Source: an optimization exercise on an open RTL-to-GDS flow (aim: small area). Production flows keep margins and buffers that such runs may drop.
Function was checked by simulation only, so behaviour that the tests miss may differ from the original.
Power figures rest on the tool's default switching activity, not on a simulated workload.

## flow/design.v (module list and top-level ports; edited modules follow where they fit)
// module lc_fa: 6 lines
// module lc_ha: 6 lines
// module lc_xor2: 5 lines
// module lc_xnor2: 5 lines
// module lc_xor3: 5 lines
// module lc_o22ai: 5 lines
// module lc_o21ai: 5 lines
// module lc_a222oi: 5 lines
// module lc_nand4: 5 lines
// module lc_nand3: 5 lines
// module lc_nand2: 5 lines
// module lc_or3: 5 lines
// module lc_mux2i: 5 lines
// module lc_mux4: 6 lines
// module lc_nor2: 5 lines
// module lc_a22o: 5 lines
// module lc_inv: 5 lines
// module lc_or2: 5 lines
// module lc_a21o: 5 lines
// module lc_and2: 5 lines
// module mul32: 689 lines
// module alu_unit: 44 lines
// module rf_unit: 38 lines
// module rdmux: 16 lines
// module processor: 290 lines
module processor(clk,reset,pc,instruction,backpressureslave,d_valid,d_data,a_valid,a_channel);
  // ...
==> flow/flow/run.sh <==
#!/bin/bash
# The standard layout (the standard.sh, unchanged synthesis and steps) with two settings
# changed through ORFS variables: the port buffers are the small sky130_fd_sc_hd__buf_2 instead of
# the delay cell buffer_ports picks by default, and clock tree synthesis clusters at most 20 sinks
# within 150 um per leaf buffer. Each make run's full output goes to its own log file here.
set -euo pipefail
export BUFFER_PORTS_ARGS="-buffer_cell sky130_fd_sc_hd__buf_2"
export CTS_ARGS="-sink_clustering_enable -repair_clock_nets -sink_clustering_size 20 -sink_clustering_max_diameter 150"
bash standard.sh synth > synth.log 2>&1
bash standard.sh > layout.log 2>&1
==> flow/standard.sh <==
#!/bin/bash
# synth_recipe.tcl (not shown) runs the flow's synth.tcl, then flattens the netlist and writes it again
# the make line also repeats each setting of config.mk as NAME=value (left out here)
make -C /OpenROAD-flow-scripts/flow DESIGN_CONFIG=/design/flow/config.mk WORK_HOME=/design/flow/orfs CLKGATE_MAP_FILE= SYNTH_SCRIPT=/design/flow/synth_recipe.tcl "${@:-finish}"
==> flow/config.mk <==
export PLATFORM = sky130hd
export DESIGN_NAME = processor
export DESIGN_NICKNAME = processor
export VERILOG_FILES = /design/flow/design.v
export SDC_FILE = /design/flow/constraint.sdc
export NUM_CORES = 8
export LEC_CHECK = 0
export CAP_MARGIN = 20
export CORE_MARGIN = 2
export CORE_UTILIZATION = 30
export CTS_CLUSTER_DIAMETER = 150
export CTS_CLUSTER_SIZE = 20
export PLACE_DENSITY = 0.45
export SLEW_MARGIN = 20
export SYNTH_HIERARCHICAL = 1
==> flow/constraint.sdc <==
create_clock -name core_clock -period 15.0 [get_ports {clk}]
set_input_delay 3.0000 -clock core_clock [delete_from_list [all_inputs] [get_ports {clk}]]
set_output_delay 3.0000 -clock core_clock [all_outputs]
set_load 0.01 [all_outputs]
==> run_results.csv, run 1 <==
group,metric,value,unit
run_status,status,"finished clean",
worst_setup_path,crit_type,"register to register",
worst_hold_path,whs_endpoint,"bra4[14]",
yosys,synth-simple-area-share,8.285,%
route,via_per_inst,6.697,
place,port_buffers,145,
worst_setup_path,cp.depth,36,
worst_setup_path,required,15.64,ns
yosys,synth_top_area_share,42.64,%
layout,clk_share,2.847,%
worst_setup_path,max_stage_delay,0.50,ns
timing,finalCritPeriodShare,95.79,%
power,top_power_group,"sequential cells",
power,p_comb_share,27.1,%
worst_setup_path,regToRegSetupSlack,0.63,ns
layout,diodes,15,
worst_setup_path,path_delay_family,"adder cells",
grt,use_met2,43.53,%
power,pwr-share-seq,50.4,%
power,power_leakage,35.35,nW
yosys,yosysWarnings,9,
worst_setup_path,end_kind,"register",
yosys,synth_top_area_cell,"dfxtp_1",
yosys,synth_commonest_cells,"1528 x dfxtp_1, 1173 x a22o_1, 927 x a222oi_1",
route,routed.top_layer,"met5",
worst_setup_path,crit_end,"bra3[31]",
die,coreArea,237900,sq um
place,place_area,79760,sq um
route,first_pass_iters,17,
power,power.switching,4.235,mW
timing,fin_tns_setup,0,ns
clock_network,cts_setup_buffers,0,
power,pg_clk,2.55,mW
worst_setup_path,r2r_end,"bra3[31]",
timing,setup_slack,0.6315,ns
timing,slew_violations,0,
layout,nClkBuffers,87,
layout,finalInstanceArea,82190,sq um
layout,most-common-layout-cells,"1528 x dfxtp_1, 1173 x a22o_1, 927 x a222oi_1, 393 x nand2_1, 334 x xor2_1",
power,powerComb,3.09,mW
layout,seq_share,37.22,%
worst_setup_path,startpoint_type,"register",
==> run 2, diff against run 1 <==
--- a/flow/config.mk
+++ b/flow/config.mk
@@ -6,5 +6,5 @@
 export NUM_CORES = 8
 export LEC_CHECK = 0
-export CAP_MARGIN = 20
+export CAP_MARGIN = 0
 export CORE_MARGIN = 2
 export CORE_UTILIZATION = 30
@@ -12,4 +12,4 @@
 export CTS_CLUSTER_SIZE = 20
 export PLACE_DENSITY = 0.45
-export SLEW_MARGIN = 20
+export SLEW_MARGIN = 0
 export SYNTH_HIERARCHICAL = 1
==> run_results.csv, run 2 <==
group,metric,value,unit
layout,nNetsFinal,7279,
die,initial_utilization,30.16,%
route,drt_first_iter_violations,14070,
yosys,yosysWarnings,9,
clock_network,cts_resized,0,
grt,grt_pass1_wl,512.7,mm
power,power_frac_clock,22.5,%
route,wire_per_inst,36.97,um
grt,grt_overflow,0,
worst_setup_path,cp_max_fo,11,
route,drt_wl_total,371.8,mm
yosys,synth_edf_count,0,
yosys,synthesis.area,71730,sq um
worst_setup_path,required,15.67,ns
timing,tightest_slew,1.388,ns
power,pwr-share-seq,50.4,%
grt,grt_pass1_vias,63830,
clock_network,hold_buffers,0,
clock_network,clock_path_buffers,3,
place,placed_cells,9946,
clock_network,cts_setup_buffers,0,
job,drv_cap,0,
die,dieHeight,493.0,um
grt,antenna_found_initial,32,
worst_setup_path,slowest_stage,"dfxtp_1",
layout,drive_gt1_share,11.29,%
power,vdd_drop_max,0.00009030,V
timing,setup_viol,0,
timing,slew_violations,0,
worst_setup_path,startpoint_type,"register",
yosys,synth_most_common_cell,"dfxtp_1",
yosys,seq_area_frac_synth,42.64,%
yosys,synth_top_area_cell,"dfxtp_1",
yosys,synth_commonest_cells,"1528 x dfxtp_1, 1173 x a22o_1, 927 x a222oi_1",
timing,skew,0.03945,ns
place,hpwl,233.6,mm
place,port_buffers,145,
power,internal_power,7.127,mW
clock_network,path_clk_slew,0.09,ns
timing,timing.fmax,69.72,MHz
die,fp.dieW,493.0,um
clock_network,h-tree-depth,3,
worst_setup_path,cp_data_arrival_time,15.01,ns
power,powerDensity,138.6,nW/um^2
timing,fin_tns_setup,0,ns
clock_network,root_buffer,"clkbuf_16",
route,ant_nets,0,
clock_network,clock_sinks,1528,
die,die-area,243000,sq um
worst_setup_path,crit_top_cell,"fa_1",
worst_hold_path,hp-class,"register to register",
power,switching_share,37.34,%
timing,slew_headroom,7.462,%
route,first_pass_iters,17,
yosys,synth_area_leaders,"dfxtp_1 43%, a22o_1 14%, a222oi_1 13%",
grt,grt_usage,29.11,%
worst_setup_path,crit_type,"register to register",
route,num_vias,67430,
timing,finalCritPeriodShare,95.62,%
timing,rsz0062_at_grt,"no",
worst_setup_path,max_stage_delay,0.59,ns
yosys,syn_avg_cell_area,11.24,sq um
layout,layout_commonest_cell,"dfxtp_1",
layout,final_cells,10060,
clock_network,tritoncts,"done",
die,rows,179,
worst_setup_path,cp_num_buf_inv,1,
yosys,async_flop_share,0,%
yosys,syn_inst,6384,
worst_setup_path,end_kind,"register",
die,pin_count,154,
power,power_leakage,35.30,nW
layout,fillers,23840,
power,power.switching,4.247,mW
clock_network,cts_made_buffers,86,
grt,grt_max_degree,111,
yosys,synth_top_area_share,42.64,%
yosys,synth-seq-cells,1528,
timing,period_needed,14.34,ns
power,p_comb_share,27.1,%
yosys,synth-main-ff-cell,"dfxtp_1",
yosys,yosysUniqueCellTypes,81,
run_status,status,"finished clean",
route,via_per_inst,6.707,
place,gp_congestion,0.9099,
route,drc,0,
worst_setup_path,path_delay_family,"adder cells",
layout,largest_reg_flops,1024,
die,coreArea,237900,sq um
timing,hold_violations,0,
layout,area_delta_synth_final,14.40,%
clock_network,clk_latency,0.80,ns
layout,most-common-layout-cells,"1528 x dfxtp_1, 1173 x a22o_1, 927 x a222oi_1, 393 x nand2_1, 334 x xor2_1",
layout,largest-register,"rf.w.q",
## run 2: cell counts after synthesis
No cell type changed its count.
## run 2: per-stage QoR
| stage | area [sq um] | utilization, % | hold slack (ns) | total power, mW | setup slack, ns |
|---|---|---|---|---|---|
| after global routing | 82040 | 34.49 | 0.3254 | 11.71 | 0.3088 |
| final | 82060 | 34.50 | 0.3147 | 11.37 | 0.6567 |
| after CTS | 82030 | 34.49 | 0.3152 | 11.27 | 0.6639 |
| after global placement | 79710 | 33.51 | 0.3108 | 8.689 | 0.7263 |
| after floorplan | 71890 | - | 0.3096 | 7.254 | 0.1734 |
| after detailed placement | 79710 | 33.51 | 0.3121 | 8.750 | 0.6522 |
## run 2: logic make-up (layout without fill, tap and decap cells)
kind of cell               after synthesis  after routing  synth area share, %
other                                    2             54              0.01047
adders and majority gates              344            344                8.972
and+or+nand+nor                       1145           1145                8.285
DFF                                   1528           1528                42.64
xor gates and xnor gates               373            373                4.554
buffers and inverters                  274            726                1.596
muxes                                  106            106                2.022
AOI/OAI and AO/OA                     2612           2612                31.92
## run 2: worst reg2reg max path, delay by kind of cell, from the launching register on
kind          cells  cell delay [ns]
simple gates      3             0.45
flops             1             0.59
buf+inv           1             0.18
fa+ha+maj        32            12.98
## run 2: area by class of cell
type	count	area, sq um	share of cell area (%)
flip-flops and latches	1528	30590	37.28
clock buffers	87	2156	2.627
repair buffers	446	3010	3.668
well taps	3167	3963	4.829
clock inverters	8	163.9	0.1997
inverters	185	694.4	0.8462
multi-input cells	4620	41450	50.51
diodes	14	35.03	0.04269
## run 2: worst paths after layout
check,start,slack [ns],endpoint,cells past startpoint
setup reg to reg,ir2[2],0.66,bra3[31],36
hold reg to reg,bra3[18],0.31,bra4[18],0
hold / removal,bra3[18],0.31,bra4[18],0
setup / recovery,ir2[2],0.66,bra3[31],36
## run 2: per-module statistics from Yosys (local to each module, per instance), a selection
module,cells inside,cell area (sq um),flops+latches
lc_nand2,1,3.754,0
lc_and2,1,6.256,0
lc_mux4,1,22.52,0
rf_unit,1290,22540,1062
processor,951,12400,466
lc_or2,1,6.256,0
lc_fa,1,20.02,0
lc_a21o,1,7.507,0
lc_mux2i,1,10.01,0
lc_nor2,1,3.754,0
lc_o22ai,1,6.256,0
lc_inv,1,3.754,0
lc_xor2,1,8.758,0
lc_ha,1,12.51,0
lc_xnor2,1,8.758,0
## run 2: layer usage
layer / up-vias / routed length [um] / track usage (%)
li1: 27830 / - / -
met4: 2 / 22040 / 14.81
met1: 34290 / 150200 / 39.16
met5: - / 13 / 0
met3: 765 / 39090 / 5.962
met2: 4556 / 160400 / 44.05
## run 2: power by group through the flow
stage | Sequential [mW] | Clock (mW) | Combinational [mW]
after floorplan | 5.48 | 0 | 1.77
after CTS | 5.68 | 2.59 | 2.99
final | 5.73 | 2.56 | 3.09
after detailed placement | 5.76 | 0 | 2.99
after global placement | 5.73 | 0 | 2.95
after global routing | 5.81 | 2.71 | 3.19
==> run 3, diff against run 2 <==
==> flow/flow/run.sh (replaced) <==
#!/bin/bash
# The standard layout (the standard.sh: unchanged synthesis and steps) with these changes,
# made through ORFS variables:
#  - the port buffers are sky130_fd_sc_hd__buf_2 instead of the delay cell buffer_ports picks;
#  - clock tree synthesis clusters at most 20 sinks within 150 um per leaf buffer, without
#    dummy loads.
# Each make run's full output goes to its own log file in this folder.
set -euo pipefail
export BUFFER_PORTS_ARGS="-buffer_cell sky130_fd_sc_hd__buf_2"
export CTS_ARGS="-sink_clustering_enable -repair_clock_nets -sink_clustering_size 20 -sink_clustering_max_diameter 150 -dont_use_dummy_load"
bash standard.sh synth > synth.log 2>&1
bash standard.sh > layout.log 2>&1
--- a/flow/config.mk
+++ b/flow/config.mk
@@ -8,8 +8,6 @@
 export CAP_MARGIN = 0
 export CORE_MARGIN = 2
-export CORE_UTILIZATION = 30
-export CTS_CLUSTER_DIAMETER = 150
-export CTS_CLUSTER_SIZE = 20
-export PLACE_DENSITY = 0.45
+export CORE_UTILIZATION = 45
+export PLACE_DENSITY = 0.6
 export SLEW_MARGIN = 0
 export SYNTH_HIERARCHICAL = 1
==> run_results.csv, run 3 <==
group,metric,value,unit
run_status,status,"finished clean",
timing,period_needed,14.58,ns
route,ant_nets,0,
place,placed_cells,8813,
worst_setup_path,crit_type,"register to register",
yosys,synth_area_leaders,"dfxtp_1 43%, a22o_1 14%, a222oi_1 13%",
timing,slew_violations,0,
yosys,yosysUniqueCellTypes,81,
place,gp_congestion,1.035,
timing,timing.fmax,68.60,MHz
yosys,async_flop_share,0,%
layout,largest-register,"rf.w.q",
power,power_leakage,34.97,nW
timing,rsz0062_at_grt,"no",
timing,fin_tns_setup,0,ns
die,pin_count,154,
grt,grt_usage,39.41,%
route,first_pass_iters,17,
grt,antenna_found_initial,12,
worst_setup_path,crit_top_cell,"fa_1",
job,drv_cap,0,
route,via_per_inst,7.627,
worst_setup_path,rr_worst_depth,35,
layout,nNetsFinal,7241,
clock_network,cts_resized,0,
worst_setup_path,r2r_end,"bra3[31]",
yosys,synth-seq-cells,1528,
worst_hold_path,hp-class,"register to register",
grt,grt_pass1_vias,64010,
worst_setup_path,required,15.63,ns
worst_setup_path,cp_num_buf_inv,0,
layout,layout_commonest_cell,"dfxtp_1",
grt,grt_overflow,0,
timing,holdWs,0.2652,ns
yosys,syn_inst,6384,
layout,area_delta_synth_final,11.64,%
worst_setup_path,max_stage_delay,0.50,ns
yosys,syn_avg_cell_area,11.24,sq um
worst_setup_path,startpoint_type,"register",
layout,utilization,50.57,%
clock_network,path_clk_slew,0.09,ns
timing,tightest_slew,1.318,ns
worst_setup_path,cp_max_fo,10,
place,hpwl,208.5,mm
die,coreArea,158400,sq um
die,fp.dieW,403.3,um
layout,final_cells,8908,
clock_network,root_buffer,"clkbuf_16",
clock_network,hold_buffers,0,
power,vdd_drop_max,0.00009246,V
clock_network,clock_path_buffers,3,
place,place_area,77910,sq um
worst_setup_path,end_kind,"register",
power,powerDensity,138.9,nW/um^2
route,wire_per_inst,37.63,um
route,drt_first_iter_violations,16900,
grt,grt_pass1_wl,471.0,mm
clock_network,clk_latency,0.76,ns
yosys,synth_most_common_cell,"dfxtp_1",
layout,largest_reg_flops,1024,
layout,most-common-layout-cells,"1528 x dfxtp_1, 1173 x a22o_1, 927 x a222oi_1, 393 x nand2_1, 334 x xor2_1",
layout,finalInstanceArea,80090,sq um
yosys,synthesis.area,71730,sq um
worst_hold_path,holdPathStages,0,
die,die-area,162600,sq um
route,drc,0,
die,rows,146,
die,dieHeight,403.3,um
timing,skew,0.1010,ns
worst_setup_path,regToRegSetupSlack,0.42,ns
timing,setup_viol,0,
worst_hold_path,holdCritStartpoint,"bra3[18]",
clock_network,h-tree-depth,3,
route,drt_wl_total,335.2,mm
clock_network,cts_setup_buffers,0,
yosys,synth_top_area_share,42.64,%
worst_setup_path,cp_data_arrival_time,15.21,ns
yosys,synth_commonest_cells,"1528 x dfxtp_1, 1173 x a22o_1, 927 x a222oi_1",
yosys,synth_top_area_cell,"dfxtp_1",
clock_network,clock_sinks,1528,
clock_network,tritoncts,"done",
grt,grt_max_degree,84,
worst_setup_path,slowest_stage,"dfxtp_1",
yosys,yosysWarnings,9,
layout,drive_gt1_share,10.68,%
die,initial_utilization,45.29,%
yosys,seq_area_frac_synth,42.64,%
place,port_buffers,145,
worst_hold_path,whs_endpoint,"bra4[18]",
yosys,synth_edf_count,0,
timing,hold_violations,0,
worst_setup_path,r2r-start,"ir2[6]",
timing,finalCritPeriodShare,97.18,%
clock_network,cts_made_buffers,86,
worst_setup_path,path_delay_family,"adder cells",
route,num_vias,67940,
yosys,synth-main-ff-cell,"dfxtp_1",
timing,slew_headroom,11.94,%
[run 3: power breakdown]
group | internal, mW | switching [mW] | leakage [nW] | total [mW]
Combinational | 1.14 | 1.85 | 21.2 | 2.99
Sequential | 4.92 | 0.799 | 12.7 | 5.72
Clock | 1.02 | 1.39 | 1.06 | 2.41
[run 3: worst max path at each step]
stage / startpoint / endpoint / slack, ns / depth (start not counted)
6_report: ir2[6] / bra3[31] / 0.42 / 35
5_1_grt: s2_y / bco / 0.05 / 43
4_1_cts: ir2[6] / bra3[31] / 0.53 / 35
3_5_place_dp: ir2[6] / bra3[31] / 0.56 / 35
3_3_place_gp: ir2[6] / bra3[31] / 0.78 / 35
2_1_floorplan: aluc3[3] / bco / 0.17 / 39
[run 3: kinds of logic after synthesis]
family,after synthesis,share of synthesized area (%)
mux,106,2.022
fa+ha+maj,344,8.972
flops,1528,42.64
xor+xnor,373,4.554
compound gates,2612,31.92
simple gates,1145,8.285
other cells,2,0.01047
buf+inv,274,1.596
[run 3: per-stage QoR]
step / setup WS [ns] / power (mW)
2_1_floorplan: 0.1734 / 7.254
3_3_place_gp: 0.7795 / 8.512
3_5_place_dp: 0.5616 / 8.581
4_1_cts: 0.5273 / 10.93
5_1_grt: 0.05085 / 11.42
6_report: 0.4228 / 11.12
[run 3: cell type report]
cell class              count  area, sq um
diodes                      9        22.52
clock buffers              86         2152
fillers                 14300        78290
inverters                 185        694.4
multi-input cells        4620        41320
flip-flops and latches   1528        30590
well taps                2072         2592
repair buffers            408         2711
[run 3: layer usage]
metal	track usage (%)	wire, um	vias up
met1	50.95	123400	33520
met3	11.46	46070	1062
met4	25.81	26860	14
li1	-	-	27740
met2	57.20	138700	5604
met5	0	103	-
[run 3: Yosys stat by module (local to each module, per instance), a selection]
module | flops+latches | cells | times used | area [sq um]
lc_a21o | 0 | 1 | 63 | 7.507
lc_o22ai | 0 | 1 | 256 | 6.256
lc_or2 | 0 | 1 | 1 | 6.256
rf_unit | 1062 | 1290 | 1 | 22540
lc_mux2i | 0 | 1 | 64 | 10.01
lc_or3 | 0 | 1 | 64 | 6.256
lc_nand4 | 0 | 1 | 192 | 6.256
lc_mux4 | 0 | 1 | 31 | 22.52
lc_ha | 0 | 1 | 60 | 12.51
lc_xor2 | 0 | 1 | 306 | 8.758
==> run 4, diff against run 3 <==
==> flow/flow/run.sh (replaced) <==
#!/bin/bash
# The standard layout (the standard.sh: unchanged synthesis and steps) with these changes,
# made through ORFS variables:
#  - the port buffers are sky130_fd_sc_hd__buf_1 instead of the delay cell buffer_ports picks;
#  - clock tree synthesis clusters at most 22 sinks within 120 um per leaf buffer, without
#    dummy loads.
# Each make run's full output goes to its own log file in this folder.
set -euo pipefail
export BUFFER_PORTS_ARGS="-buffer_cell sky130_fd_sc_hd__buf_1"
export CTS_ARGS="-sink_clustering_enable -repair_clock_nets -sink_clustering_size 22 -sink_clustering_max_diameter 120 -dont_use_dummy_load"
bash standard.sh synth > synth.log 2>&1
bash standard.sh > layout.log 2>&1
==> run_results.csv, run 4 <==
group,metric,value,unit
die,rows,146,
route,first_pass_iters,17,
clock_network,tritoncts,"done",
worst_setup_path,cp_num_buf_inv,0,
route,via_per_inst,7.642,
route,wire_per_inst,37.80,um
timing,tightest_slew,1.308,ns
layout,utilization,50.37,%
clock_network,cts_resized,0,
worst_setup_path,cp_max_fo,10,
worst_setup_path,slowest_stage,"dfxtp_1",
die,fp.dieW,403.3,um
worst_setup_path,crit_type,"register to register",
worst_hold_path,hp-class,"register to register",
timing,hold_violations,0,
route,num_vias,68050,
timing,period_needed,14.58,ns
worst_setup_path,max_stage_delay,0.54,ns
grt,grt_pass1_vias,63630,
route,drt_first_iter_violations,16400,
grt,grt_pass1_wl,471.4,mm
grt,grt_overflow,0,
clock_network,hold_buffers,0,
job,drv_cap,0,
layout,largest-register,"rf.w.q",
clock_network,clock_sinks,1528,
yosys,synthesis.area,71730,sq um
layout,layout_commonest_cell,"dfxtp_1",
power,powerDensity,138.6,nW/um^2
yosys,async_flop_share,0,%
clock_network,clk_latency,0.77,ns
yosys,synth-main-ff-cell,"dfxtp_1",
timing,finalCritPeriodShare,97.23,%
grt,antenna_found_initial,18,
yosys,synth_edf_count,0,
clock_network,clock_path_buffers,3,
place,port_buffers,145,
timing,rsz0062_at_grt,"no",
place,gp_congestion,1.014,
layout,most-common-layout-cells,"1528 x dfxtp_1, 1173 x a22o_1, 927 x a222oi_1, 393 x nand2_1, 334 x xor2_1",
yosys,synth_commonest_cells,"1528 x dfxtp_1, 1173 x a22o_1, 927 x a222oi_1",
timing,fin_tns_setup,0,ns
layout,nNetsFinal,7236,
yosys,syn_inst,6384,
yosys,yosysUniqueCellTypes,81,
worst_setup_path,crit_top_cell,"fa_1",
route,ant_nets,0,
layout,drive_gt1_share,8.502,%
run_status,status,"finished clean",
timing,setup_viol,0,
yosys,synth_most_common_cell,"dfxtp_1",
yosys,syn_avg_cell_area,11.24,sq um
worst_setup_path,startpoint_type,"register",
clock_network,h-tree-depth,3,
die,coreArea,158400,sq um
die,pin_count,154,
clock_network,path_clk_slew,0.10,ns
clock_network,cts_made_buffers,80,
route,drc,0,
yosys,synth_area_leaders,"dfxtp_1 43%, a22o_1 14%, a222oi_1 13%",
timing,setup_slack,0.4160,ns
place,dp_slack,0.4957,ns
worst_setup_path,path_delay_family,"adder cells",
power,power_leakage,34.38,nW
yosys,synth_top_area_share,42.64,%
power,vdd_drop_max,0.00009105,V
timing,slew_violations,0,
timing,timing.fmax,68.57,MHz
grt,grt_usage,39.52,%
die,dieHeight,403.3,um
yosys,synth_top_area_cell,"dfxtp_1",
worst_setup_path,end_kind,"register",
timing,slew_headroom,12.60,%
yosys,seq_area_frac_synth,42.64,%
worst_setup_path,cp_data_arrival_time,15.23,ns
worst_setup_path,required,15.65,ns
place,hpwl,208.5,mm
clock_network,root_buffer,"clkbuf_16",
layout,largest_reg_flops,1024,
die,initial_utilization,45.29,%
timing,skew,0.09682,ns
clock_network,cts_setup_buffers,0,
route,drt_wl_total,336.6,mm
yosys,synth-seq-cells,1528,
die,die-area,162600,sq um
grt,grt_max_degree,123,
layout,area_delta_synth_final,11.20,%
yosys,yosysWarnings,9,
-- run 4: final timing paths --
kind / slack [ns] / cells past startpoint / from / endpoint
worst min-delay path: 0.28 / 0 / bra3[10] / bra4[10]
worst min register to register: 0.28 / 0 / bra3[10] / bra4[10]
worst max register to register: 0.42 / 35 / ir2[5] / bra3[31]
worst max-delay path: 0.42 / 35 / ir2[5] / bra3[31]
-- run 4: layer usage --
layer	vias up	GRT usage, %	share of wire (%)
met1	33560	50.49	36
met5	-	0	0.040
met4	12	26.16	8.1
li1	27730	-	-
met3	1100	12.68	14
met2	5644	57.06	41
-- run 4: stage by stage --
step	area, sq um	hold slack, ns	std cells	power, mW
2_1_floorplan	71890	0.3096	6422	7.254
3_3_place_gp	77740	0.3102	8814	8.519
3_5_place_dp	77740	0.3121	8814	8.589
4_1_cts	79740	0.2624	8894	10.85
5_1_grt	79740	0.2886	8894	11.34
6_report	79770	0.2816	8904	11.06
-- run 4: layout make-up --
cell class | instances | area [sq um]
flip-flops and latches | 1528 | 30590
multi-input cells | 4620 | 41320
fillers | 14330 | 78610
diodes | 10 | 25.02
repair buffers | 409 | 2546
clock buffers | 80 | 2002
well taps | 2072 | 2592
inverters | 185 | 694.4
-- run 4: where the power goes --
part           internal [mW]  switching [mW]
combinational           1.14            1.86
clock                  0.954            1.38
sequential              4.92           0.797
-- run 4: Yosys stat by module (local to each module, per instance), excerpt --
module     cell area (sq um)  cells
lc_or3                 6.256      1
lc_fa                  20.02      1
lc_nor2                3.754      1
lc_mux2i               10.01      1
lc_a222oi              10.01      1
lc_nand2               3.754      1
lc_mux4                22.52      1
lc_xor2                8.758      1
lc_o22ai               6.256      1
mul32                  629.4     96
lc_or2                 6.256      1
lc_a22o                8.758      1
lc_nand4               6.256      1
lc_inv                 3.754      1
-- run 4: cell families (layout without fill, tap and decap cells) --
| group | count (synthesis) | in the layout | share of synthesized area [%] |
|---|---|---|---|
| compound gates | 2612 | 2612 | 31.92 |
| flops | 1528 | 1528 | 42.64 |
| simple gates | 1145 | 1145 | 8.285 |
| xor+xnor | 373 | 373 | 4.554 |
| fa+ha+maj | 344 | 344 | 8.972 |
| buf+inv | 274 | 674 | 1.596 |
| mux | 106 | 106 | 2.022 |
| other cells | 2 | 50 | 0.01047 |
-- run 4: worst register-to-register path: cells and delay by family, from the launching register on --
| family | cells | cell delay (ns) |
|---|---|---|
| fa+ha+maj | 32 | 13.01 |
| flops | 1 | 0.54 |
| simple gates | 3 | 0.87 |
==> module alu_unit, before the edit <==
module alu_unit(a, b, op, z);
input [31:0] a, b;
input [3:0] op;
output [31:0] z;
wire sub   = (op == 4'd1) || (op == 4'd5) || (op == 4'd6);
wire ad    = (op == 4'd0) || sub || (op >= 4'd13);
wire rs    = (op == 4'd0) || (op == 4'd1) || (op >= 4'd13);
wire full  = (op == 4'd10) || (op == 4'd11);
wire tl    = full && (b[31:5] != 27'b0);
wire rm    = (((op == 4'd8) || (op == 4'd9) || (op == 4'd10)) && !tl) || rs;
wire rev   = (op == 4'd7) || (op == 4'd11);
wire rr    = rev && !tl;
wire shift = (op == 4'd7) || (op == 4'd8) || (op == 4'd10) || (op == 4'd11);
reg [3:0] nlut;
always @(*) begin
  case (op)
    4'd2: nlut = ~4'b1000;    
    4'd3: nlut = ~4'b1110;    
    4'd4: nlut = ~4'b0110;    
    4'd12: nlut = ~4'b1010;   
    default: nlut = 4'b1111;
  endcase
end
wire [31:0] oh = 32'b1 << b[4:0];
wire [31:0] an, bn, bx, p;
wire cout;
genvar j;
generate for (j = 0; j < 32; j = j + 1) begin : mop
  lc_mux2i ua(.s(rev), .a(a[j]), .b(a[31-j]), .y(an[j]));
  lc_mux2i ub(.s(shift), .a(b[j]), .b(oh[j]), .y(bn[j]));
  lc_xor2  ux(.a(b[j]), .b(sub), .y(bx[j]));
end endgenerate
mul32 mul(.an(an), .bn(bn), .ad(ad), .ga(a), .gb(bx), .ci(sub), .p(p), .co(cout));
wire slt  = (a[31] ^ b[31]) ? a[31] : p[31];
wire sltu = !cout;
wire [31:0] nl, y;
generate for (j = 1; j < 32; j = j + 1) begin : res
  lc_mux4    ul(.s1(a[j]), .s0(b[j]), .d(nlut), .y(nl[j]));
  lc_a222oi  uy(.a1(p[j]), .a2(rm), .b1(p[31-j]), .b2(rr), .c1(p[j]), .c2(rm), .y(y[j]));
  lc_nand2   uz(.a(y[j]), .b(nl[j]), .y(z[j]));
end endgenerate
assign z[0] = (p[0] & rm) | (p[31] & rr) | !nlut[{a[0], b[0]}] |
              (slt & (op == 4'd5)) | (sltu & (op == 4'd6));
endmodule
==> module processor, before the edit <==
module processor(clk,reset,pc,instruction,backpressureslave,d_valid,d_data,a_valid,a_channel);
input clk, reset;
input [31:0] instruction;
output [31:0] pc;
input backpressureslave;
input d_valid;
input [31:0] d_data;
output a_valid;
output [52:0] a_channel;
localparam OP_R = 7'b0110011, OP_I = 7'b0010011, OP_L = 7'b0000011, OP_S = 7'b0100011,
           OP_B = 7'b1100011, OP_JALR = 7'b1100111, OP_JAL = 7'b1101111,
           OP_LUI = 7'b0110111, OP_AUIPC = 7'b0010111;
wire bp = backpressureslave;
reg [31:0] pcd;                  
reg [31:0] ir2;                  
wire [31:0] r1_value, r2_value;  
reg [24:0] ir3;                  
reg        hi3;
reg [31:0] pc3, x3, y3, md3, bra3;
reg [3:0]  aluc3;                
reg [14:0] ir4;                  
reg        hi4;
reg [31:0] pc4, z4, bra4;
reg        bco;                  
reg [14:0] ir5;
reg        hi5;
reg [31:0] z5;
reg        a_valid_r, mstate;
reg        ach_load, ach_size;
reg [9:0]  ach_addr;
reg [31:0] ach_data;
wire [6:0] op2 = ir2[6:0], op3 = ir3[6:0], op4 = ir4[6:0], op5 = ir5[6:0];
wire [2:0] f3_2 = ir2[14:12], f3_3 = ir3[14:12], f3_5 = ir5[14:12];
wire [4:0] rs1_2 = ir2[19:15], rs2_2 = ir2[24:20];
wire [4:0] rd3 = ir3[11:7], rs1_3 = ir3[19:15], rs2_3 = ir3[24:20];
wire [4:0] rd4 = ir4[11:7];
wire [4:0] rd5 = ir5[11:7];
wire lw3 = (op3 == OP_L) && (f3_3 == 3'b010);
wire lw5 = (op5 == OP_L) && (f3_5 == 3'b010);
wire jump4  = (op4 == OP_JALR) || (op4 == OP_JAL);
wire takebr = (op4 == OP_B) && bco;
wire c1 = (rs1_2 == rd3) && lw3 && (op2 == OP_JALR) && (f3_2 == 3'b000);
wire c3 = ((rd3 == rs2_2) || (rd3 == rs1_2)) && (op2 == OP_R) && lw3;
wire c4 = (rd3 == rs1_2) && (op2 == OP_I) && lw3;
wire c5 = lw3 && (op2 == OP_B) && ((rd3 == rs2_2) || (rd3 == rs1_2));
wire c6 = lw3 && (op2 == OP_S) && (f3_2 == 3'b010) && (rd3 == rs1_2);
wire stall = c1 | c3 | c4 | c5 | c6;
wire spc_z4  = !reset && !bp && jump4;
wire spc_br  = !reset && !bp && !jump4 && takebr;
wire spc_hld = reset || bp || (!jump4 && !takebr && stall);
wire spc_inc = !spc_z4 && !spc_br && !spc_hld;
wire hold2  = !reset && (bp || (!jump4 && !takebr && stall));    
wire nop2   = !reset && !bp && (jump4 || takebr);                
wire hold3  = !reset && bp;                                      
wire nop3   = !reset && !bp && (jump4 || takebr || stall);       
wire ld2    = !reset && !hold2 && !nop2;
wire ld3    = !reset && !hold3 && !nop3;
wire ir5_fwd = (op5 == OP_L) || (op5 == OP_R) || (op5 == OP_I);
reg [1:0] select_x3;
always @(*) begin
  if (bp) select_x3 = 2'd2;
  else if ((op2 == OP_AUIPC) || (op2 == OP_JAL)) select_x3 = 2'd1;
  else if (ir5_fwd && ((op2 == OP_B) || (op2 == OP_I) || (op2 == OP_R)) && (rd5 == rs1_2)) select_x3 = 2'd3;
  else if (lw5 && (op2 == OP_S) && (f3_2 == 3'b010) && (rd5 == rs1_2)) select_x3 = 2'd3;
  else select_x3 = 2'd0;
end
reg [1:0] select_y3;
always @(*) begin
  if (bp) select_y3 = 2'd2;
  else if ((op2 == OP_I) || (op2 == OP_JALR) || (op2 == OP_LUI) || (op2 == OP_AUIPC) || (op2 == OP_L)) select_y3 = 2'd1;
  else if (ir5_fwd && ((op2 == OP_R) || (op2 == OP_S) || (ir2 == 32'h63)) && (rs2_2 == rd5)) select_y3 = 2'd3;
  else select_y3 = 2'd0;
end
reg [1:0] select_md3;
always @(*) begin
  if (bp) select_md3 = 2'd2;
  else if ((rs2_2 == rd5) && (op2 == OP_S) && (op5 == OP_L)) select_md3 = 2'd1;
  else select_md3 = 2'd0;
end
function [1:0] f_sel_op1(input [24:0] i3, input h3, input [14:0] i4, input [14:0] i5, input h5);
  reg i3_63, i3_13, i5_13, l5;
  begin
    i3_63 = h3 && (i3[24:7] == 18'b0) && (i3[6:0] == 7'h63);
    i3_13 = h3 && (i3[24:7] == 18'b0) && (i3[6:0] == 7'h13);
    i5_13 = h5 && (i5[14:7] == 8'b0) && (i5[6:0] == 7'h13);
    l5 = (i5[6:0] == OP_L) && (i5[14:12] == 3'b010);
    if (l5 && (i3_63 || (i3[6:0] == OP_JALR) || (i3[6:0] == OP_R) || (i3[6:0] == OP_I)) && (i5[11:7] == i3[19:15])) f_sel_op1 = 2'd1;
    else if (l5 && (i3[6:0] == OP_S) && (i3[14:12] == 3'b010) && (i5[11:7] == i3[19:15])) f_sel_op1 = 2'd1;
    else if (((i5[6:0] == OP_R) || i5_13) && ((i3[6:0] == OP_R) || i3_13) && (i5[11:7] == i3[19:15])) f_sel_op1 = 2'd0;
    else if (((i4[6:0] == OP_R) || (i4[6:0] == OP_I) || (i4[6:0] == OP_LUI) || (i4[6:0] == OP_AUIPC)) &&
             ((i3[6:0] == OP_S) || (i3[6:0] == OP_JALR) || (i3[6:0] == OP_I) || (i3[6:0] == OP_R)) && (i4[11:7] == i3[19:15])) f_sel_op1 = 2'd2;
    else f_sel_op1 = 2'd0;
  end
endfunction
function [1:0] f_sel_op2(input [24:0] i3, input [14:0] i4, input [14:0] i5);
  reg f5;
  begin
    f5 = (i5[6:0] == OP_L) || (i5[6:0] == OP_R) || (i5[6:0] == OP_I);
    if (f5 && ((i3[6:0] == OP_B) || (i3[6:0] == OP_R)) && (i5[11:7] == i3[24:20])) f_sel_op2 = 2'd1;
    else if ((i4[6:0] == OP_R) && (i3[6:0] == OP_B) && (i4[11:7] == i3[24:20])) f_sel_op2 = 2'd2;
    else if (((i4[6:0] == OP_R) || (i4[6:0] == OP_LUI)) && (i3[6:0] == OP_R) && (i4[11:7] == i3[24:20])) f_sel_op2 = 2'd2;
    else f_sel_op2 = 2'd0;
  end
endfunction
reg [1:0] select_md4;
always @(*) begin
  if ((op5 == OP_L) || (op5 == OP_R) || ((op5 == OP_I) && (op3 == OP_S) && (rd5 == rs2_3))) select_md4 = 2'd1;
  else if (((op4 == OP_R) || (op4 == OP_I)) && (op3 == OP_S) && (rd4 == rs2_3)) select_md4 = 2'd2;
  else select_md4 = 2'd0;
end
reg [1:0] select_z5;
always @(*) begin
  if (op4 == OP_L) select_z5 = 2'd0;
  else if ((op4 == OP_R) || (op4 == OP_I) || (op4 == OP_LUI) || (op4 == OP_AUIPC)) select_z5 = 2'd1;
  else if (jump4 && (rd4 != 5'd0)) select_z5 = 2'd2;
  else select_z5 = 2'd1;
end
wire reg_we = (op5 == OP_R) || (op5 == OP_I) || (op5 == OP_JAL) || (op5 == OP_L) || (op5 == OP_LUI) || (op5 == OP_AUIPC);
wire nop4  = !reset && takebr;
wire hold4 = !reset && !takebr && bp;
wire [14:0] ir4_in = nop4 ? 15'b0 : (hold4 ? ir4 : ir3[14:0]);
wire        hi4_in = nop4 ? 1'b1 : (hold4 ? hi4 : (hi3 && ir3[24:15] == 10'b0));
wire [24:0] ir3n;
wire        hi3n = reset ? 1'b1 : (hold3 ? hi3 : (nop3 ? 1'b1 : (ir2[31:25] == 7'b0)));
wire [14:0] ir4n = reset ? 15'b0 : ir4_in;
wire        hi4n = reset ? 1'b1 : hi4_in;
wire [14:0] ir5n = (reset || bp) ? 15'b0 : ir4;
wire        hi5n = (reset || bp) ? 1'b1 : hi4;
wire [1:0]  sel_op1n = f_sel_op1(ir3n, hi3n, ir4n, ir5n, hi5n);
wire [1:0]  sel_op2n = f_sel_op2(ir3n, ir4n, ir5n);
reg s1_x, s1_5, s1_4, s2_y, s2_5, s2_4;
wire memop = (ir4_in[6:0] == OP_L) || (ir4_in[6:0] == OP_S);
wire req = memop && !bp && (!mstate || d_valid);
wire ach_ld = req && !reset;
wire ach_hd = !req && !reset;
reg [31:0] imm2;
always @(*) begin
  case (op2)
    OP_B: imm2 = {{20{ir2[31]}}, ir2[7], ir2[30:25], ir2[11:8], 1'b0};
    OP_LUI, OP_AUIPC: imm2 = {ir2[31:12], 12'b0};
    OP_JAL: imm2 = {{12{ir2[31]}}, ir2[19:12], ir2[20], ir2[30:21], 1'b0};
    default: imm2 = {{21{ir2[31]}}, ir2[30:20]};
  endcase
end
localparam A_ADD = 4'd0, A_SUB = 4'd1, A_AND = 4'd2, A_OR = 4'd3, A_XOR = 4'd4, A_SLT = 4'd5,
           A_SLTU = 4'd6, A_SRL = 4'd7, A_SLL = 4'd8, A_MUL = 4'd9, A_SLLW = 4'd10,
           A_SRLW = 4'd11, A_LUI = 4'd12;
reg [3:0] aluc2;
wire [6:0] f7_2 = ir2[31:25];
always @(*) begin
  aluc2 = A_ADD;
  if (op2 == OP_R) begin
    case ({f7_2, f3_2})
      {7'b0100000, 3'b000}: aluc2 = A_ADD;
      {7'b0000000, 3'b000}: aluc2 = A_SUB;
      {7'b0000000, 3'b111}: aluc2 = A_AND;
      {7'b0000000, 3'b110}: aluc2 = A_OR;
      {7'b0000000, 3'b100}: aluc2 = A_XOR;
      {7'b0000000, 3'b010}: aluc2 = A_SLT;
      {7'b0000000, 3'b011}: aluc2 = A_SLTU;
      {7'b0100000, 3'b101}: aluc2 = A_SRL;
      {7'b0000000, 3'b101}: aluc2 = A_SRL;
      {7'b0000000, 3'b001}: aluc2 = A_SLL;
      {7'b0000001, 3'b000}: aluc2 = A_MUL;
      default: aluc2 = A_ADD;
    endcase
  end else if (op2 == OP_I) begin
    case (f3_2)
      3'b000: aluc2 = A_ADD;
      3'b001: aluc2 = A_SUB;
      3'b111: aluc2 = A_AND;
      3'b110: aluc2 = A_OR;
      3'b100: aluc2 = A_XOR;
      3'b010: aluc2 = A_SLLW;
      3'b011: aluc2 = A_SLTU;
      3'b101: aluc2 = (f7_2 == 7'b0100000 || f7_2 == 7'b0000000) ? A_SRLW :
                      (f7_2 == 7'b0000001) ? A_SLLW : A_ADD;
      default: aluc2 = A_ADD;
    endcase
  end else if (op2 == OP_LUI) aluc2 = A_LUI;
  else if (op2 == OP_B) aluc2 = (f3_2 == 3'b010 || f3_2 == 3'b011) ? A_ADD : A_SUB;
  else aluc2 = A_ADD;
end
wire sx_r = (select_x3 == 2'd0), sx_p = (select_x3 == 2'd1), sx_h = (select_x3 == 2'd2), sx_z = (select_x3 == 2'd3);
wire sy_r = (select_y3 == 2'd0), sy_i = (select_y3 == 2'd1), sy_h = (select_y3 == 2'd2), sy_z = (select_y3 == 2'd3);
wire sm_r = (select_md3 == 2'd0), sm_z = (select_md3 == 2'd1), sm_h = (select_md3 == 2'd2);
wire s4_m = (select_md4 == 2'd0), s4_5 = (select_md4 == 2'd1), s4_4 = (select_md4 == 2'd2);
wire s5_d = (select_z5 == 2'd0), s5_4 = (select_z5 == 2'd1), s5_p = select_z5[1];
wire nhold2 = !hold2, nhold3 = !hold3, nrst = !reset;
wire [31:0] pc_n, pcinc, ir2_d, x3_d, y3_d, md3_d, bra3_d, pc3_d;
wire [31:0] operand1, operand2, md4_d, z5_d, ach_data_d;
wire [9:0]  ach_addr_d;
wire [31:0] z4_in;
wire [32:0] bc;
assign bc[0] = 1'b0;
lc_inv inc0(.a(pcd[0]), .y(pcinc[0]));
wire [31:0] ic;
assign ic[1] = pcd[0];
genvar j;
generate for (j = 1; j < 31; j = j + 1) begin : inc
  lc_ha u(.a(pcd[j]), .b(ic[j]), .s(pcinc[j]), .co(ic[j+1]));
end endgenerate
lc_xor2 inc31(.a(pcd[31]), .b(ic[31]), .y(pcinc[31]));
generate for (j = 0; j < 32; j = j + 1) begin : dp
  wire t1, t2, t3, t4, t5, t6, t7, t8, t9, t10, t11, t12;
  lc_a222oi upc(.a1(z4[j]), .a2(spc_z4), .b1(pcinc[j]), .b2(spc_inc), .c1(pcd[j]), .c2(spc_hld), .y(t1));
  lc_nand2 upb(.a(bra4[j]), .b(spc_br), .y(t2));
  lc_nand2 upo(.a(t1), .b(t2), .y(pc_n[j]));
  lc_a22o uir2(.a1(ir2[j]), .a2(hold2), .b1(instruction[j]), .b2(ld2), .y(ir2_d[j]));
  lc_a222oi ux3(.a1(r1_value[j]), .a2(sx_r), .b1(pcd[j]), .b2(sx_p), .c1(x3[j]), .c2(sx_h), .y(t3));
  lc_nand2 ux3z(.a(z5[j]), .b(sx_z), .y(t4));
  lc_nand2 ux3o(.a(t3), .b(t4), .y(x3_d[j]));
  lc_a222oi uy3(.a1(r2_value[j]), .a2(sy_r), .b1(imm2[j]), .b2(sy_i), .c1(y3[j]), .c2(sy_h), .y(t5));
  lc_nand2 uy3z(.a(z5[j]), .b(sy_z), .y(t6));
  lc_nand2 uy3o(.a(t5), .b(t6), .y(y3_d[j]));
  lc_a222oi umd3(.a1(r2_value[j]), .a2(sm_r), .b1(z5[j]), .b2(sm_z), .c1(md3[j]), .c2(sm_h), .y(t7));
  lc_inv umd3o(.a(t7), .y(md3_d[j]));
  lc_fa uba(.a(pcd[j]), .b(imm2[j]), .ci(bc[j]), .s(bra3_d[j]), .co(bc[j+1]));
  lc_a22o upc3(.a1(pc3[j]), .a2(hold3), .b1(pcd[j]), .b2(nhold3), .y(pc3_d[j]));
  lc_a222oi uo1(.a1(x3[j]), .a2(s1_x), .b1(z5[j]), .b2(s1_5), .c1(z4[j]), .c2(s1_4), .y(t8));
  lc_inv uo1o(.a(t8), .y(operand1[j]));
  lc_a222oi uo2(.a1(y3[j]), .a2(s2_y), .b1(z5[j]), .b2(s2_5), .c1(z4[j]), .c2(s2_4), .y(t9));
  lc_inv uo2o(.a(t9), .y(operand2[j]));
  lc_a222oi um4(.a1(md3[j]), .a2(s4_m), .b1(z5[j]), .b2(s4_5), .c1(z4[j]), .c2(s4_4), .y(t10));
  lc_inv um4o(.a(t10), .y(md4_d[j]));
  lc_a222oi uz5(.a1(d_data[j]), .a2(s5_d), .b1(z4[j]), .b2(s5_4), .c1(pc4[j]), .c2(s5_p), .y(t12));
  lc_inv uz5o(.a(t12), .y(z5_d[j]));
  lc_a22o uad(.a1(ach_data[j]), .a2(ach_hd), .b1(md4_d[j]), .b2(ach_ld), .y(ach_data_d[j]));
end endgenerate
generate for (j = 0; j < 25; j = j + 1) begin : dp3
  lc_a22o uir3(.a1(ir3[j]), .a2(hold3), .b1(ir2[j]), .b2(ld3), .y(ir3n[j]));
end endgenerate
generate for (j = 0; j < 10; j = j + 1) begin : dpa
  lc_a22o uaa(.a1(ach_addr[j]), .a2(ach_hd), .b1(z4_in[j]), .b2(ach_ld), .y(ach_addr_d[j]));
end endgenerate
assign pc = pc_n;
rf_unit rf(.clk(clk), .reset(reset), .ra1(ir2[19:15]), .ra2(ir2[24:20]), .wa(rd5), .wd(z5), .we(reg_we),
           .r1(r1_value), .r2(r2_value));
alu_unit alu(.a(operand1), .b(operand2), .op(aluc3), .z(z4_in));
reg bci;
always @(*) begin
  bci = 1'b0;
  if (op3 == OP_B) begin
    case (f3_3)
      3'b000: bci = (z4_in == 32'b0);
      3'b001: bci = (z4_in != 32'b0);
      3'b100, 3'b110: bci = z4_in[31];
      3'b101, 3'b111: bci = !z4_in[31];
      default: bci = 1'b0;
    endcase
  end
end
assign a_valid = a_valid_r;
assign a_channel = {ach_load, 2'b00, 3'b000, ach_size, 1'b0, ach_size, 2'b00, ach_addr, ach_data};
always @(posedge clk) begin
  pcd <= pc_n & {32{nrst}};
  ir2 <= ir2_d;
  ir3 <= ir3n; hi3 <= hi3n;
  ir4 <= ir4n; hi4 <= hi4n;
  ir5 <= ir5n; hi5 <= hi5n;
  s1_x <= (sel_op1n == 2'd0); s1_5 <= (sel_op1n == 2'd1); s1_4 <= sel_op1n[1];
  s2_y <= (sel_op2n == 2'd0); s2_5 <= (sel_op2n == 2'd1); s2_4 <= sel_op2n[1];
  ach_data <= ach_data_d;
  ach_addr <= ach_addr_d;
  if (reset) begin
    a_valid_r <= 1'b0; mstate <= 1'b0;
    ach_load <= 1'b0; ach_size <= 1'b0;
  end else begin
    a_valid_r <= req | (a_valid_r & !d_valid & !bp);
    mstate <= req | (mstate & !d_valid);
    if (req) begin
      ach_load <= (ir4_in[6:0] == OP_L);
      ach_size <= 1'b1;
    end
  end
end
always @(posedge clk) begin
  pc3 <= pc3_d;
  x3 <= x3_d;
  y3 <= y3_d;
  md3 <= md3_d;
  bra3 <= bra3_d;
  aluc3 <= aluc2;
  pc4 <= pc3;
  z4 <= z4_in;
  bra4 <= bra3;
  bco <= bci;
  z5 <= z5_d;
end
endmodule
==> run 5, diff against run 4 <==
--- a/flow/design.v
+++ b/flow/design.v
@@ -791,8 +791,9 @@
 lc_a22o umc(.a1(t612), .a2(t564), .b1(t611), .b2(nsel), .y(co));
 endmodule
-module alu_unit(a, b, op, z);
-input [31:0] a, b;
+module alu_unit(an_in, bn_in, op, z);
+input [31:0] an_in, bn_in;
 input [3:0] op;
 output [31:0] z;
+wire [31:0] b = ~bn_in;
 wire sub   = (op == 4'd1) || (op == 4'd5) || (op == 4'd6);
 wire ad    = (op == 4'd0) || sub || (op >= 4'd13);
@@ -804,33 +805,35 @@
 wire rr    = rev && !tl;
 wire shift = (op == 4'd7) || (op == 4'd8) || (op == 4'd10) || (op == 4'd11);
+wire nrev = !rev, nshift = !shift;
 reg [3:0] nlut;
 always @(*) begin
   case (op)
-    4'd2: nlut = ~4'b1000;    
-    4'd3: nlut = ~4'b1110;    
+    4'd2: nlut = ~4'b0001;    
+    4'd3: nlut = ~4'b0111;    
     4'd4: nlut = ~4'b0110;    
-    4'd12: nlut = ~4'b1010;   
+    4'd12: nlut = ~4'b0101;   
     default: nlut = 4'b1111;
   endcase
 end
-wire [31:0] oh = 32'b1 << b[4:0];
-wire [31:0] an, bn, bx, p;
+wire [31:0] noh = ~(32'b1 << b[4:0]);
+wire [31:0] an, bn, bx, ga, p;
 wire cout;
 genvar j;
 generate for (j = 0; j < 32; j = j + 1) begin : mop
-  lc_mux2i ua(.s(rev), .a(a[j]), .b(a[31-j]), .y(an[j]));
-  lc_mux2i ub(.s(shift), .a(b[j]), .b(oh[j]), .y(bn[j]));
-  lc_xor2  ux(.a(b[j]), .b(sub), .y(bx[j]));
+  lc_a22o  ua(.a1(an_in[j]), .a2(nrev), .b1(an_in[31-j]), .b2(rev), .y(an[j]));
+  lc_a22o  ub(.a1(bn_in[j]), .a2(nshift), .b1(noh[j]), .b2(shift), .y(bn[j]));
+  lc_xnor2 ux(.a(bn_in[j]), .b(sub), .y(bx[j]));
+  lc_inv   ui(.a(an_in[j]), .y(ga[j]));
 end endgenerate
-mul32 mul(.an(an), .bn(bn), .ad(ad), .ga(a), .gb(bx), .ci(sub), .p(p), .co(cout));
-wire slt  = (a[31] ^ b[31]) ? a[31] : p[31];
+mul32 mul(.an(an), .bn(bn), .ad(ad), .ga(ga), .gb(bx), .ci(sub), .p(p), .co(cout));
+wire slt  = (ga[31] ^ b[31]) ? ga[31] : p[31];
 wire sltu = !cout;
 wire [31:0] nl, y;
 generate for (j = 1; j < 32; j = j + 1) begin : res
-  lc_mux4    ul(.s1(a[j]), .s0(b[j]), .d(nlut), .y(nl[j]));
+  lc_mux4    ul(.s1(an_in[j]), .s0(bn_in[j]), .d(nlut), .y(nl[j]));
   lc_a222oi  uy(.a1(p[j]), .a2(rm), .b1(p[31-j]), .b2(rr), .c1(p[j]), .c2(rm), .y(y[j]));
   lc_nand2   uz(.a(y[j]), .b(nl[j]), .y(z[j]));
 end endgenerate
-assign z[0] = (p[0] & rm) | (p[31] & rr) | !nlut[{a[0], b[0]}] |
+assign z[0] = (p[0] & rm) | (p[31] & rr) | !nlut[{an_in[0], bn_in[0]}] |
               (slt & (op == 4'd5)) | (sltu & (op == 4'd6));
 endmodule
@@ -1078,10 +1081,9 @@
 wire s5_d = (select_z5 == 2'd0), s5_4 = (select_z5 == 2'd1), s5_p = select_z5[1];
 wire nhold2 = !hold2, nhold3 = !hold3, nrst = !reset;
-wire [31:0] pc_n, pcinc, ir2_d, x3_d, y3_d, md3_d, bra3_d, pc3_d;
-wire [31:0] operand1, operand2, md4_d, z5_d, ach_data_d;
+wire [31:0] pc_n, pcd_d, pcinc, ir2_d, x3_d, y3_d, md3_d, bra3_d, pc3_d;
+wire [31:0] operand1_n, operand2_n, md4_d, z5_d, ach_data_d;    
 wire [9:0]  ach_addr_d;
 wire [31:0] z4_in;
-wire [32:0] bc;
-assign bc[0] = 1'b0;
+wire [32:1] bc;
 lc_inv inc0(.a(pcd[0]), .y(pcinc[0]));
 wire [31:0] ic;
@@ -1097,4 +1099,5 @@
   lc_nand2 upb(.a(bra4[j]), .b(spc_br), .y(t2));
   lc_nand2 upo(.a(t1), .b(t2), .y(pc_n[j]));
+  assign pcd_d[j] = !((t1 & t2) | reset);
   lc_a22o uir2(.a1(ir2[j]), .a2(hold2), .b1(instruction[j]), .b2(ld2), .y(ir2_d[j]));
   lc_a222oi ux3(.a1(r1_value[j]), .a2(sx_r), .b1(pcd[j]), .b2(sx_p), .c1(x3[j]), .c2(sx_h), .y(t3));
@@ -1106,10 +1109,7 @@
   lc_a222oi umd3(.a1(r2_value[j]), .a2(sm_r), .b1(z5[j]), .b2(sm_z), .c1(md3[j]), .c2(sm_h), .y(t7));
   lc_inv umd3o(.a(t7), .y(md3_d[j]));
-  lc_fa uba(.a(pcd[j]), .b(imm2[j]), .ci(bc[j]), .s(bra3_d[j]), .co(bc[j+1]));
   lc_a22o upc3(.a1(pc3[j]), .a2(hold3), .b1(pcd[j]), .b2(nhold3), .y(pc3_d[j]));
-  lc_a222oi uo1(.a1(x3[j]), .a2(s1_x), .b1(z5[j]), .b2(s1_5), .c1(z4[j]), .c2(s1_4), .y(t8));
-  lc_inv uo1o(.a(t8), .y(operand1[j]));
-  lc_a222oi uo2(.a1(y3[j]), .a2(s2_y), .b1(z5[j]), .b2(s2_5), .c1(z4[j]), .c2(s2_4), .y(t9));
-  lc_inv uo2o(.a(t9), .y(operand2[j]));
+  lc_a222oi uo1(.a1(x3[j]), .a2(s1_x), .b1(z5[j]), .b2(s1_5), .c1(z4[j]), .c2(s1_4), .y(operand1_n[j]));
+  lc_a222oi uo2(.a1(y3[j]), .a2(s2_y), .b1(z5[j]), .b2(s2_5), .c1(z4[j]), .c2(s2_4), .y(operand2_n[j]));
   lc_a222oi um4(.a1(md3[j]), .a2(s4_m), .b1(z5[j]), .b2(s4_5), .c1(z4[j]), .c2(s4_4), .y(t10));
   lc_inv um4o(.a(t10), .y(md4_d[j]));
@@ -1118,4 +1118,8 @@
   lc_a22o uad(.a1(ach_data[j]), .a2(ach_hd), .b1(md4_d[j]), .b2(ach_ld), .y(ach_data_d[j]));
 end endgenerate
+lc_ha uba0(.a(pcd[0]), .b(imm2[0]), .s(bra3_d[0]), .co(bc[1]));
+generate for (j = 1; j < 32; j = j + 1) begin : dpb
+  lc_fa uba(.a(pcd[j]), .b(imm2[j]), .ci(bc[j]), .s(bra3_d[j]), .co(bc[j+1]));
+end endgenerate
 generate for (j = 0; j < 25; j = j + 1) begin : dp3
   lc_a22o uir3(.a1(ir3[j]), .a2(hold3), .b1(ir2[j]), .b2(ld3), .y(ir3n[j]));
@@ -1127,5 +1131,5 @@
 rf_unit rf(.clk(clk), .reset(reset), .ra1(ir2[19:15]), .ra2(ir2[24:20]), .wa(rd5), .wd(z5), .we(reg_we),
            .r1(r1_value), .r2(r2_value));
-alu_unit alu(.a(operand1), .b(operand2), .op(aluc3), .z(z4_in));
+alu_unit alu(.an_in(operand1_n), .bn_in(operand2_n), .op(aluc3), .z(z4_in));
 reg bci;
 always @(*) begin
@@ -1144,5 +1148,5 @@
 assign a_channel = {ach_load, 2'b00, 3'b000, ach_size, 1'b0, ach_size, 2'b00, ach_addr, ach_data};
 always @(posedge clk) begin
-  pcd <= pc_n & {32{nrst}};
+  pcd <= pcd_d;
   ir2 <= ir2_d;
   ir3 <= ir3n; hi3 <= hi3n;
==> run_results.csv, run 5 <==
group,metric,value,unit
clock_network,cts_made_buffers,79,
yosys,yosysWarnings,9,
worst_setup_path,crit_end,"bco",
job,drv_cap,0,
power,powerDensity,140.1,nW/um^2
worst_setup_path,regToRegSetupSlack,0.74,ns
worst_setup_path,rr_worst_depth,41,
layout,drive_gt1_share,9.191,%
grt,grt_overflow,0,
die,rows,146,
power,vdd_drop_max,0.00009545,V
die,pin_count,154,
route,drt_first_iter_violations,16210,
clock_network,clk_latency,0.77,ns
layout,most-common-layout-cells,"1528 x dfxtp_1, 1232 x a22o_1, 927 x a222oi_1, 421 x nand2_1, 315 x buf_4",
route,drt_wl_total,340.3,mm
worst_setup_path,slowest_stage,"a222oi_1",
yosys,syn_avg_cell_area,11.26,sq um
layout,layout_commonest_cell,"dfxtp_1",
timing,slew_violations,0,
timing,skew,0.08799,ns
power,internal_power,7.097,mW
power,switching_share,36.55,%
timing,tightest_slew,1.315,ns
yosys,synth-main-ff-cell,"dfxtp_1",
yosys,synthesis.area,71620,sq um
place,port_buffers,145,
route,drc,0,
clock_network,clock_sinks,1528,
die,fp.dieW,403.0,um
worst_setup_path,cp_max_fo,14,
clock_network,clock_path_buffers,3,
place,hpwl,214.0,mm
yosys,syn_inst,6361,
yosys,seq_area_frac_synth,42.71,%
clock_network,tritoncts,"done",
die,initial_utilization,45.28,%
layout,largest-register,"rf.w.q",
yosys,synth_top_area_cell,"dfxtp_1",
layout,largest_reg_flops,1024,
clock_network,cts_setup_buffers,0,
grt,grt_pass1_vias,64220,
worst_hold_path,hp-class,"register to register",
worst_setup_path,r2r_end,"bco",
worst_setup_path,end_kind,"register",
timing,fin_tns_setup,0,ns
timing,hold_violations,0,
yosys,async_flop_share,0,%
power,power_frac_clock,20.7,%
run_status,status,"finished clean",
place,gp_congestion,0.9618,
route,first_pass_iters,17,
clock_network,path_clk_slew,0.09,ns
yosys,synth-seq-cells,1528,
layout,fillers,14310,
yosys,synth_top_area_share,42.71,%
timing,rsz0062_at_grt,"no",
worst_setup_path,crit_type,"register to register",
route,via_per_inst,7.675,
worst_setup_path,worstSetupStartpoint,"z4[0]",
timing,timing.fmax,70.15,MHz
grt,grt_usage,40.12,%
yosys,synth_most_common_cell,"dfxtp_1",
grt,grt_pass1_wl,477.3,mm
grt,antenna_found_initial,27,
die,dieHeight,403.0,um
route,ant_nets,0,
timing,setup_viol,0,
worst_setup_path,startpoint_type,"register",
timing,setup_slack,0.7439,ns
worst_setup_path,required,15.62,ns
timing,holdWs,0.2901,ns
power,p_comb_share,28.0,%
timing,slew_headroom,12.15,%
layout,nNetsFinal,7258,
worst_setup_path,cp_data_arrival_time,14.87,ns
yosys,yosysUniqueCellTypes,89,
yosys,synth_edf_count,0,
clock_network,root_buffer,"clkbuf_16",
worst_setup_path,crit_top_cell,"fa_1",
clock_network,h-tree-depth,3,
worst_setup_path,max_stage_delay,1.05,ns
power,power,11.19,mW
layout,final_cells,8927,
die,die-area,162400,sq um
place,dp_slack,0.8896,ns
yosys,synth_area_leaders,"dfxtp_1 43%, a22o_1 15%, a222oi_1 13%",
power,power.switching,4.088,mW
die,coreArea,158200,sq um
worst_setup_path,r2r-start,"z4[0]",
layout,area_delta_synth_final,11.51,%
yosys,synth_commonest_cells,"1528 x dfxtp_1, 1232 x a22o_1, 927 x a222oi_1",
route,num_vias,68520,
power,power_leakage,34.31,nW
timing,period_needed,14.26,ns
power,pwr-share-seq,51.3,%
timing,finalCritPeriodShare,95.04,%
grt,grt_max_degree,68,
place,placed_cells,8836,
route,wire_per_inst,38.12,um
-- run 5: worst max-delay path: cells and delay by family, from the launching register on --
| family | cells | cell delay (ns) |
|---|---|---|
| xor+xnor | 1 | 0.08 |
| buf+inv | 1 | 0.20 |
| fa+ha+maj | 21 | 8.42 |
| compound gates | 9 | 2.92 |
| flops | 1 | 0.38 |
| simple gates | 9 | 2.13 |
-- run 5: how the worst min path moves through the flow --
stage          cells past startpoint      from        to
6_report                           0  bra3[20]  bra4[20]
5_1_grt                            0  bra3[20]  bra4[20]
4_1_cts                            0  bra3[20]  bra4[20]
3_5_place_dp                       0  bra3[26]  bra4[26]
3_3_place_gp                       0  bra3[12]  bra4[12]
2_1_floorplan                      0   bra3[0]   bra4[0]
-- run 5: cell families after synthesis --
| group | synth area share, % |
|---|---|
| buf+inv | 1.604 |
| fa+ha+maj | 8.989 |
| flops | 42.71 |
| compound gates | 33.01 |
| xor+xnor | 4.573 |
| other cells | 0.01049 |
| mux | 1.181 |
| simple gates | 7.927 |
-- run 5: per-stage QoR --
stage | util (%) | area (sq um)
global placement | 49.21 | 77840
finish | 50.49 | 79870
detailed placement | 49.21 | 77840
floorplan | - | 71780
CTS | 50.46 | 79820
global route | 50.47 | 79840
-- run 5: cell type report --
cell class	instances	area [sq um]	area share, %
repair buffers	461	2937	3.677
clock buffers	79	1977	2.475
multi-input cells	4617	41150	51.52
flip-flops and latches	1528	30590	38.30
inverters	159	596.8	0.7473
well taps	2072	2592	3.246
diodes	11	27.53	0.03446
-- run 5: power by group through the flow --
| stage | combinational, mW | sequential [mW] | clock (mW) |
|---|---|---|---|
| 2_1_floorplan | 1.82 | 5.50 | 0 |
| 3_3_place_gp | 2.95 | 5.73 | 0 |
| 3_5_place_dp | 2.98 | 5.77 | 0 |
| 4_1_cts | 2.99 | 5.68 | 2.32 |
| 5_1_grt | 3.22 | 5.81 | 2.45 |
| 6_report | 3.13 | 5.74 | 2.31 |
-- run 5: modules after synthesis (local to each module, per instance), excerpt --
module	flip-flops and latches	area, sq um	cells inside
lc_fa	0	20.02	1
rf_unit	1062	22540	1290
lc_mux4	0	22.52	1
mul32	0	629.4	96
lc_xnor2	0	8.758	1
lc_nor2	0	3.754	1
lc_a22o	0	8.758	1
processor	466	12450	958
lc_and2	0	6.256	1
lc_nand2	0	3.754	1
lc_ha	0	12.51	1
alu_unit	0	574.3	102
lc_or2	0	6.256	1
lc_o22ai	0	6.256	1
lc_a222oi	0	10.01	1
lc_nand4	0	6.256	1
-- run 5: metal layers --
| layer | vias to the layer above | global-route usage, % | wire length [um] |
|---|---|---|---|
| li1 | 27900 | - | - |
| met1 | 33880 | 50.58 | 122700 |
| met2 | 5524 | 59.13 | 143100 |
| met3 | 1204 | 12.01 | 46210 |
| met4 | 16 | 27.03 | 28140 |
| met5 | - | 0.02974 | 104 |
-- run 5: timing repair --
item,CTS,global route
hold buffers,0,0
gates resized for setup,0,1
hold endpoints to repair,0,0
endpoints found under the setup margin,0,1

[separate check: timing with driven ports]
The flow's constraints put no driver on any port. The routed layouts listed below were extracted and timed again, unchanged, in two steps.
Step 1 sets driving cells, clkbuf_16 on the clock port and buf_2 on the other inputs (assumed; they add their load-dependent delay and slew).
Step 2 times the ports against the registers' clock, not the clock port: input delays grow and output delays shrink by t, the midpoint of the rising clock arrivals with the driver on.
Slacks: ideal / step 1 / step 2; pairs: ideal / step 1.
run | t (ns) | slack for setup (ns) | latest minus earliest clock arrival (ns) | slew at the worst register clock pin (ns)
run 1 | 0.874 | 0.632 / 0.632 / 0.632 | 0.058 / 0.058 | 0.10 / 0.10
run 2 | 0.864 | 0.657 / 0.657 / 0.657 | 0.052 / 0.052 | 0.10 / 0.10
run 3 | 0.792 | 0.423 / 0.423 / 0.423 | 0.112 / 0.112 | 0.10 / 0.10
run 4 | 0.808 | 0.416 / 0.416 / 0.416 | 0.098 / 0.098 | 0.10 / 0.10
run 5 | 0.800 | 0.744 / 0.744 / 0.744 | 0.103 / 0.103 | 0.10 / 0.10
After both steps every run listed still meets setup and hold.
